Source: an optimization exercise on an open RTL-to-GDS flow (aim: small area). Production flows keep margins and buffers that such runs may drop. Function was not checked in any run shown here: the RTL went through the layout flow alone. Power is estimated from default activity; no workload was simulated.

==> flow/design.v, too long to show whole: its modules and the start of the top module <==
// module qr_fa: 4 lines
// module qr_ha: 4 lines
// module qr_out: 19 lines
// module qr_hbf: 736 lines
// module qr_th: 902 lines
// module qr_engine: 4444 lines
// module qam_rx: 64 lines
module qam_rx(
    input clk,
    input reset,
    input [2:0] sw,
    input signed [17:0] rf_in,
    output signed [17:0] dec_var_i,
    output signed [17:0] dec_var_q
);
  // ...
==> flow/run.sh <==
#!/bin/bash
# synth_recipe.tcl (not shown) runs the flow's synth.tcl, then flattens the netlist and writes it again
# the make line also repeats each setting of config.mk as NAME=value (left out here)
make -C /OpenROAD-flow-scripts/flow DESIGN_CONFIG=/design/flow/config.mk WORK_HOME=/design/flow/orfs CLKGATE_MAP_FILE= SYNTH_SCRIPT=/design/flow/synth_recipe.tcl finish
==> flow/config.mk <==
export PLATFORM = sky130hd
export DESIGN_NAME = qam_rx
export DESIGN_NICKNAME = qam_rx
export VERILOG_FILES = /design/flow/design.v
export SDC_FILE = /design/flow/constraint.sdc
export NUM_CORES = 8
export LEC_CHECK = 0
export CAP_MARGIN = 20
export CORE_MARGIN = 2
export CORE_UTILIZATION = 70
export CTS_CLUSTER_DIAMETER = 60
export CTS_CLUSTER_SIZE = 28
export SLEW_MARGIN = 20
export SYNTH_HIERARCHICAL = 1
export SYNTH_MINIMUM_KEEP_SIZE = 0
==> flow/constraint.sdc <==
create_clock -name core_clock -period 12.0 [get_ports {clk}]
set_input_delay 2.4000 -clock core_clock [delete_from_list [all_inputs] [get_ports {clk}]]
set_output_delay 2.4000 -clock core_clock [all_outputs]
set_load 0.01 [all_outputs]
==> reports/results.tsv, run 1 <==
stage	metric	value	unit
run_status	status	finished clean	
worst_setup_path	reg-to-reg slack, setup	1.18	ns
drt	Met3 Wirelength	75370	µm
finish	max reg flops	170	
pwr	PD cells	304.8	mW/mm²
worst_setup_path	RR Endpoint	EI.A3[15]	
finish	#MultiIn Comb	9271	
timing	Rel. slew slack	0.2164	
worst_setup_path	CP required	12.69	ns
finish	area growth from synthesis to layout	7.219	%
pwr	Clk power	13700	µW
clock_tree	Post-CTS Setup Bufs	0	
logic_synthesis	Gate Count Post-Synth	17002	
worst_setup_path	Critical path destination	EI.A3[15]	
finish	Signal inverters	1330	
timing	final worst slack	1.182	ns
clock_tree	CTS Buffer Depth	4	
global_routing	Total Routing Usage GR	0.3664	
min_path	Hold Path Sink	EI.rg18[5]	
timing	final hold slack	0.2704	ns
worst_setup_path	Crit path max-delay family	adder cells	
drt	length of routed met2 wiring	304800	µm
pwr	total sequential power	24600	µW
drt	Vias	131758	
pwr	clock group share of total power	0.159	
drt	post-route ant nets	0	
pwr	Comb pwr share	0.555	
drt	via/cell ratio	5.862	
finish	commonest cells after routing, fill and taps aside	4,469 x dfxtp_1, 3,522 x fa_1, 1,590 x edfxtp_1, 1,326 x inv_1, 1,201 x ha_1	
finish	clk cell area share	0.04381	
logic_synthesis	Syn Std Cell Area	0.2633	mm²
timing	final setup vio count	0	
timing	worst slew pin tran	1.167	ns
clock_tree	post-cts resize count	0	
finish	largest register by flop count	HI.xf	
pwr	Peak VDD IR	7.561	mV
finish	clk_buf instances	396	
worst_setup_path	CP Buf/Inv Count	2	
finish	diode count	39	
==> run 2: changes to the inputs <==
--- a/flow/config.mk
+++ b/flow/config.mk
@@ -8,8 +8,8 @@
 export CAP_MARGIN = 20
 export CORE_MARGIN = 2
 export CORE_UTILIZATION = 70
-export CTS_CLUSTER_DIAMETER = 60
-export CTS_CLUSTER_SIZE = 28
+export CTS_CLUSTER_DIAMETER = 80
+export CTS_CLUSTER_SIZE = 24
 export SLEW_MARGIN = 20
 export SYNTH_HIERARCHICAL = 1
 export SYNTH_MINIMUM_KEEP_SIZE = 0
==> run 2 against run 1 <==
Against the previous run: sequential share of layout area increased by 0.57 points; clock skew is 0.055 ns lower; still clean on timing, DRC and antenna; flip-flop and latch count stayed put; sequential power hardly changed.
==> reports/results.tsv, run 2 <==
stage	metric	value	unit	change
worst_setup_path	reg-to-reg slack, setup	1.24	ns	+0.06 ns
run	max_cap viols	0		
pwr	P_leak	0.1150	µW	
die	die height	617.3	µm	
worst_setup_path	Max FO, Critical Path	58		
run_status	status	finished clean		
die	initial core utilization	0.7020		
finish	Fillers	22420		
die	Die ar.	0.3810	mm²	
worst_setup_path	Worst path max stage delay	0.66	ns	
logic_synthesis	Syn Std Cell Area	0.2633	mm²	unchanged
global_routing	vias in the first global route	138907		
global_routing	GRT busiest layer	met2		
timing	RSZ-0062 raised after global routing	false		
drt	Vias	131022		-0.56%
clock_tree	Post-CTS Setup Bufs	0		unchanged
worst_setup_path	CP required	12.80	ns	+0.11 ns
worst_setup_path	most used cell, CP	fa_1		
finish	area of the multi-input gates	0.1197	mm²	
finish	commonest cells after routing, fill and taps aside	4,469 x dfxtp_1, 3,522 x fa_1, 1,590 x edfxtp_1, 1,326 x inv_1, 1,201 x ha_1		
timing	max-slew violation count	0		
finish	max reg flops	170		unchanged
finish	largest register by flop count	HI.xf		
min_path	HP Class	register to register		
timing	Post-Route Setup TNS	0	ns	
global_routing	grt met3 use	0.1122		
logic_synthesis	Avg Inst Size Synth	15.48	µm²	
timing	Rel. slew slack	0.2243		+0.007892
finish	top flop regs	HI.xf x170, HQ.xf x153		
clock_tree	CTS Buffer Depth	4		unchanged
finish	nets@finish	21883		
worst_setup_path	reg2reg path depth	31		
clock_tree	# H-tree levels	5		
drt	1st-iter DRT viols	13286		
placed_design	HPWL Detailed	545700	µm	
placed_design	dpl cells	21819		
clock_tree	cts bufs inserted	304		
worst_setup_path	Worst EP arrival	11.56	ns	
min_path	Hold Path Sink	EQ.rg37[7]		
global_routing	M2 GR Usage	0.5415		
worst_setup_path	crit path capture type	register		
min_path	Worst Hold Depth	0		
die	Core ar.	0.3750	mm²	
drt	router iterations before antenna repair	10		
die	row cnt	225		
min_path	hold path start	EQ.rg37[3]		
global_routing	Total Routing Usage GR	0.3630		-0.003403
die	Die W	617.3	µm	
finish	area growth from synthesis to layout	5.987	%	
drt	via/cell ratio	5.862		about the same
pwr	PD cells	298.9	mW/mm²	-1.9%
drt	per-cell routed wire length	30.14	µm	
pwr	Peak VDD IR	6.971	mV	-7.8%
timing	Final period util	0.8969		
placed_design	GP Congestion	1.002		
logic_synthesis	Gate Count Post-Synth	17002		unchanged
timing	post-layout min period	10.76	ns	
worst_setup_path	Crit Path Class	register to register		
finish	Register Area	0.1373	mm²	
worst_setup_path	crit path launch type	register		
finish	commonest non-fill, non-tap cell in the layout	dfxtp_1		
global_routing	largest net degree at the start of global routing	174		
clock_tree	CTS Root Cell	clkbuf_16		
die	IO Pins	59		
timing	clock skew	0.06192	ns	
clock_tree	clk latency of the worst-skew pair	0.98	ns	
timing	fmax	0.09291	GHz	
global_routing	GR met1 Demand/Resource	0.5281		
global_routing	grt total ovfl	0		
logic_synthesis	Ys Warns	11		
clock_tree	Num Clock Sinks	6064		
timing	worst slew pin tran	1.164	ns	-0.003452 ns
placed_design	Port Buffers	58		
global_routing	first-pass GRT wire length	975300	µm	
worst_setup_path	reg2reg start	ph[0]		
clock_tree	cts hold-fix bufs	0		
drt	WL final	673600	µm	
finish	share of cells above drive strength 1	0.09977		
clock_tree	post-cts resize count	0		unchanged
worst_setup_path	slowest CP cell	fa_1		
clock_tree	CTS tree	yes		
drt	post-route ant nets	0		unchanged
drt	Remaining DRCs	0		
timing	final setup vio count	0		unchanged
global_routing	antenna violations before repair	48		
clock_tree	CTS clk-pin slew, worst paths	0.09	ns	
finish	post-route insts no fill	22352		
timing	Fin. Hold Viols	0		
worst_setup_path	RR Endpoint	EI.A3[15]		
## run 2: cell count changes in the layout (fill, tap and decap cells not counted), moves of 15 or more
cell,previous run,this run
clkbuf_1,35,143
clkbuf_16,349,312
inv_6,34,7
clkinv_16,28,5
inv_12,31,8
inv_8,22,1
inv_16,25,9
clkinv_8,28,13
## run 2: how the worst max path moves through the flow
| stage | slack, ns | depth (start not counted) | from | to |
|---|---|---|---|---|
| after global placement | 1.42 | 33 | ph[0] | EQ.A0[12] |
| after CTS | 1.25 | 34 | p[0] | d1i[15] |
| after detailed placement | 1.28 | 34 | p[0] | d1q[15] |
| final | 1.24 | 31 | ph[0] | EI.A3[15] |
| after global routing | 0.84 | 31 | ph[1] | EI.A3[15] |
| after floorplan | 0.10 | 35 | p[0] | d1i[15] |
## run 2: stage by stage
stage	total power [µW]	util	hold slack, ns	area (µm²)	setup slack [ns]
2_1_floorplan	63890	-	0.3096	263300	0.1047
3_3_place_gp	71290	0.7194	0.3095	269800	1.418
3_5_place_dp	72170	0.7194	0.3121	269800	1.280
4_1_cts	83920	0.7438	0.2889	278900	1.249
5_1_grt	90300	0.7439	0.3010	279000	0.8445
6_report	83390	0.7441	0.2865	279000	1.237
## run 2: routing by layer
metal,up-vias,part of all wire
met1,69025,0.42
met3,834,0.11
met4,26,0.028
met5,-,0.00027
met2,5045,0.45
li1,56092,-
## run 2: power by group
group | internal (µW) | leakage (µW) | switching, µW
Sequential | 24200 | 0.0505 | 369
Clock | 5000 | 0.00438 | 6530
Combinational | 21200 | 0.0601 | 26200
## run 2: worst max-delay path, delay by kind of cell (launching register included)
kind            cells  cell delay (ns)
fa+ha+maj          16             6.94
compound gates      6             1.26
simple gates        6             0.93
buf+inv             2             0.71
flops               1             0.46
xor+xnor            1             0.21
## run 2: cell type report
class,instances,share of cell area
clock inverter,48,0.002852
antenna,28,0.0002511
inverter,1330,0.01790
clock buffer,456,0.02992
tap,4994,0.02239
timing repair buffer,161,0.005413
multi-input combinational,9271,0.4291
sequential,6064,0.4922

-- port drivers added, routing unchanged --
Ports are ideal in the flow. The routed layouts listed here were re-timed in OpenROAD. Step 1 (the two cells are an assumption about what drives the block):
set clk [get_ports {clk}]
set_driving_cell -lib_cell sky130_fd_sc_hd__clkbuf_16 $clk
set_driving_cell -lib_cell sky130_fd_sc_hd__buf_2 [delete_from_list [all_inputs] $clk]
Step 2 also shifts input and output timing later by t, the mid clock arrival at the registers, as if the neighbouring blocks saw the same clock. Three values: ideal ports, drivers, drivers and shift; two values: the first two.
| run | shift t [ns] | slack for setup (ns) | worst setup path at the end | pins driven straight from the clock port |
|---|---|---|---|---|
| run 1 | 1.118 | 1.182 / 1.182 / 1.182 | register to register | 1 |
| run 2 | 1.071 | 1.237 / 1.237 / 1.237 | register to register | 1 |
After both steps every run listed still meets setup and hold.
